This design comes from an exercise in tuning for small area, a short achievable clock period and few clock cycles per item on the open sky130 flow, not from production work. Where RTL was checked, it was by simulation tests only, not by an equivalence proof against the original. Power is estimated from default activity; no workload was simulated.

==> flow/design.v (excerpt) <==
module pyjamask96(
    input clk,
    input reset_n,
    input load,
    input start,
    input [7:0] byte_in,
    input [7:0] byte_key_in,
    output reg valid,
    output reg [7:0] byte_out
    );
==> flow/config.mk <==
export PLATFORM = sky130hd
export DESIGN_NAME = pyjamask96
export DESIGN_NICKNAME = pyjamask96
export VERILOG_FILES = /design/flow/design.v
export SDC_FILE = /design/flow/constraint.sdc
export NUM_CORES = 4
export LEC_CHECK = 0
export CAP_MARGIN = 20
export CORE_MARGIN = 2
export CORE_UTILIZATION = 40
export PLACE_DENSITY = 0.6
export SETUP_SLACK_MARGIN = 5
export SLEW_MARGIN = 20
==> flow/constraint.sdc <==
create_clock -name core_clock -period 8.0 [get_ports {clk}]
set_input_delay 1.6000 -clock core_clock [delete_from_list [all_inputs] [get_ports {clk}]]
set_output_delay 1.6000 -clock core_clock [all_outputs]
set_load 0.01 [all_outputs]
standard.sh (not shown) runs the stock make flow with config.mk's settings and CLKGATE_MAP_FILE= SYNTH_SCRIPT=/design/flow/synth_recipe.tcl, a recipe that flattens the netlist after the stock synthesis.
==> flow/flow/run.sh <==
#!/bin/bash
set -euo pipefail
MARGIN=5.4
NOX3=1
PLATFORM_DONT_USE=$(sed -n '/^export DONT_USE_CELLS += \\/,/[^\\]$/p' "$FLOW_HOME/platforms/sky130hd/config.mk" | grep -o 'sky130_fd_sc_hd__[a-z0-9_]*' | tr '\n' ' ')
EXTRA=()
if [[ $NOX3 == 1 ]]; then
  EXTRA+=("DONT_USE_CELLS=$PLATFORM_DONT_USE sky130_fd_sc_hd__xor3_1 sky130_fd_sc_hd__xor3_2 sky130_fd_sc_hd__xor3_4 sky130_fd_sc_hd__xnor3_1 sky130_fd_sc_hd__xnor3_2 sky130_fd_sc_hd__xnor3_4")
fi
bash standard.sh "${EXTRA[@]}" SETUP_SLACK_MARGIN=$MARGIN finish > orfs_make.log 2>&1
The first run finished with timing, DRC and antenna clean.
Rerun with:
--- a/flow/design.v
+++ b/flow/design.v
@@ -7,26 +7,28 @@
     input [7:0] byte_in,
     input [7:0] byte_key_in,
     output reg valid,
     output reg [7:0] byte_out
     );
     reg         ph_ld, ks1, ph_run, ph_rot;
     reg         sel_run, sel_rot, sel_ld;
+    reg         vld;
     reg [7:0]   in_x;
     reg         loading;
     reg         started;
     reg [3:0]   cnt;
     reg [95:0]  state;
     reg [127:0] key;     
     wire [95:0] sl = {state[31:24], state[23:16], state[15:8], state[7:0], state[95:88], state[87:80], state[79:72], state[71:64], state[63:56], state[55:48], state[47:40], state[39:32]};    
     wire [31:0] x0 = sl[95:64], x1 = sl[63:32], x2 = sl[31:0];
     wire [31:0] k0 = key[127:96], k1 = key[95:64], k2 = key[63:32], k3 = key[31:0];
-    wire [31:0] sb0 = x1 ^ (x0 & x2);
-    wire [31:0] sb1 = x2 ^ (x0 | x1);
-    wire [31:0] sb2 = x0 ^ (x1 & ~x2);
+    wire g = sel_run;
+    wire [31:0] sb0 = ({32{g}} & x1) ^ ({32{g}} & x0 & x2);
+    wire [31:0] sb1 = ({32{g}} & x2) ^ ({32{g}} & (x0 | x1));
+    wire [31:0] sb2 = ({32{g}} & x0) ^ ({32{g}} & x1 & ~x2);
     wire [31:0] mr0, mr1, mr2;
     wire [95:0] mr = {mr0, mr1, mr2};
     wire [95:0] rk = {k0, k1, ~k2};
     wire [31:0] ka = k0 ^ k1, kb = k2 ^ k3;
     wire [31:0] kx0 = k1 ^ kb;
     wire [31:0] kmk;
     wire [31:0] kx1 = k0 ^ kb, kx2 = k3 ^ ka, kx3 = k2 ^ ka;
@@ -523,30 +525,32 @@
     assign kmk[27] = kx0[15] ^ mk_f1[18] ^ mk_f3[27] ^ mk_f3[11] ^ mk_f3[23];
     assign kmk[28] = kx0[16] ^ mk_f1[19] ^ mk_f3[28] ^ mk_f3[12] ^ mk_f3[24];
     assign kmk[29] = kx0[17] ^ mk_f1[20] ^ mk_f3[29] ^ mk_f3[13] ^ mk_f3[25];
     assign kmk[30] = kx0[18] ^ mk_f1[21] ^ mk_f3[30] ^ mk_f3[14] ^ mk_f3[26];
     assign kmk[31] = kx0[19] ^ mk_f1[22] ^ mk_f3[31] ^ mk_f3[15] ^ mk_f3[27];
     wire last_load  = ph_ld & loading & (cnt == 4'd15);
     wire last_round = ph_run & (cnt == 4'd14);
-    wire last_out   = ph_rot & valid & (cnt == 4'd11);
+    wire last_out   = ph_rot & vld & (cnt == 4'd11);
+    wire out_go     = (last_round | (ph_rot & ~vld & (cnt == 4'd11))) & (start | started);
     always @(posedge clk) begin
         sel_ld  <= (ph_ld & ~last_load) | last_out;
         sel_run <= ks1 | (ph_run & ~last_round);
         sel_rot <= (ph_rot & ~last_out) | last_round;
+        valid   <= (vld & ~last_out) | out_go;
         in_x    <= byte_in ^ byte_key_in;
     end
     always @(posedge clk or negedge reset_n) begin
         if (!reset_n) begin
             ph_ld   <= 1'b1;
             ks1     <= 1'b0;
             ph_run  <= 1'b0;
             ph_rot  <= 1'b0;
             loading <= 1'b0;
             started <= 1'b0;
-            valid   <= 1'b0;
+            vld     <= 1'b0;
             cnt     <= 4'd0;
         end else begin
             if (ph_ld) begin
                 if (!loading) begin
                     started <= 1'b0;
                     if (load) begin
                         loading <= 1'b1;
@@ -570,42 +574,39 @@
             if (ph_run) begin
                 cnt <= cnt + 4'd1;
                 if (start) started <= 1'b1;
                 if (cnt == 4'd14) begin
                     cnt    <= 4'd0;
                     ph_run <= 1'b0;
                     ph_rot <= 1'b1;
-                    if (start | started) valid <= 1'b1;
+                    if (start | started) vld <= 1'b1;
                 end
             end
             if (ph_rot) begin
                 cnt <= (cnt == 4'd11) ? 4'd0 : cnt + 4'd1;
                 if (start) started <= 1'b1;
                 if (cnt == 4'd11) begin
-                    if (valid) begin
-                        valid  <= 1'b0;
+                    if (vld) begin
+                        vld    <= 1'b0;
                         ph_rot <= 1'b0;
                         ph_ld  <= 1'b1;
                     end else if (start | started) begin
-                        valid  <= 1'b1;
+                        vld    <= 1'b1;
                     end
                 end
             end
         end
     end
     wire       rot_in = ks1 | (loading & cnt[3] & cnt[2] & (cnt[1] | cnt[0]));
     wire [7:0] low_in = rot_in ? state[95:88] : in_x;
-    always @(posedge clk) begin
-        if (sel_run)
-            state <= {mr[63:56], mr[55:48], mr[47:40], mr[39:32], mr[31:24], mr[23:16], mr[15:8], mr[7:0], mr[95:88], mr[87:80], mr[79:72], mr[71:64]} ^ {rk[63:56], rk[55:48], rk[47:40], rk[39:32], rk[31:24], rk[23:16], rk[15:8], rk[7:0], rk[95:88], rk[87:80], rk[79:72], rk[71:64]};
-        else if (sel_rot)
-            state <= {state[7:0], state[95:8]};
-        else
-            state <= {state[87:0], low_in};
-    end
+    wire [95:0] b = sel_run ? {rk[63:56], rk[55:48], rk[47:40], rk[39:32], rk[31:24], rk[23:16], rk[15:8], rk[7:0], rk[95:88], rk[87:80], rk[79:72], rk[71:64]} :
+                    sel_rot ? {state[7:0], state[95:8]} :
+                             {state[87:0], low_in};
+    always @(posedge clk)
+        state <= {mr[63:56], mr[55:48], mr[47:40], mr[39:32], mr[31:24], mr[23:16], mr[15:8], mr[7:0], mr[95:88], mr[87:80], mr[79:72], mr[71:64]} ^ b;
     always @(posedge clk) begin
         if (sel_ld)
             key <= {key[119:0], byte_key_in};
         else
             key <= {nk0, nk1, nk2, nk3};
     end
     always @(*) byte_out = state[39:32];
Effect: The new run finished with timing, DRC and antenna clean. Power drops by 53%. Maximum frequency rose by 2.6%. Final cell count rose by 2.6%. Area after synthesis went up by 3.9%. Via count came out higher by 6.1%. Utilization fell by 2.4 points.
Testbench counts after the change, summed over its fixed seeds: cycles 8,256, blocks 192.
No functional check of the RTL was part of the first run of this note.

what the ideal ports hide:
No port has a modelled driver above. Below, the same layouts with a new extraction and two added sets of constraints.
Step 1: set_driving_cell puts a clkbuf_16 on clk and a buf_2 on each other input, an assumption about the parent block.
Step 2 moves the port delays by t, midway between the first and last clock arrival at a register: inputs arrive t later, outputs are due t later. That takes back most of the time a late clock gives input paths.
a / b / c = ideal ports / drivers / drivers and shift; a / b = the first two.
run	t (ns)	slack for setup (ns)	worst hold slack (ns)	worst setup path at the end	worst register clock-pin slew, ns
the first run	0.655	5.246 / 5.190 / 5.052	0.525 / 0.525 / 0.525	input to register	0.07 / 0.07
the second run	0.663	5.316 / 5.260 / 5.053	0.512 / 0.512 / 0.512	input to register	0.07 / 0.07
After both steps setup and hold are still met in every run listed. The setup slack of the second run, which loses most, moves by -0.056 ns with the drivers and by -0.263 ns with both steps.
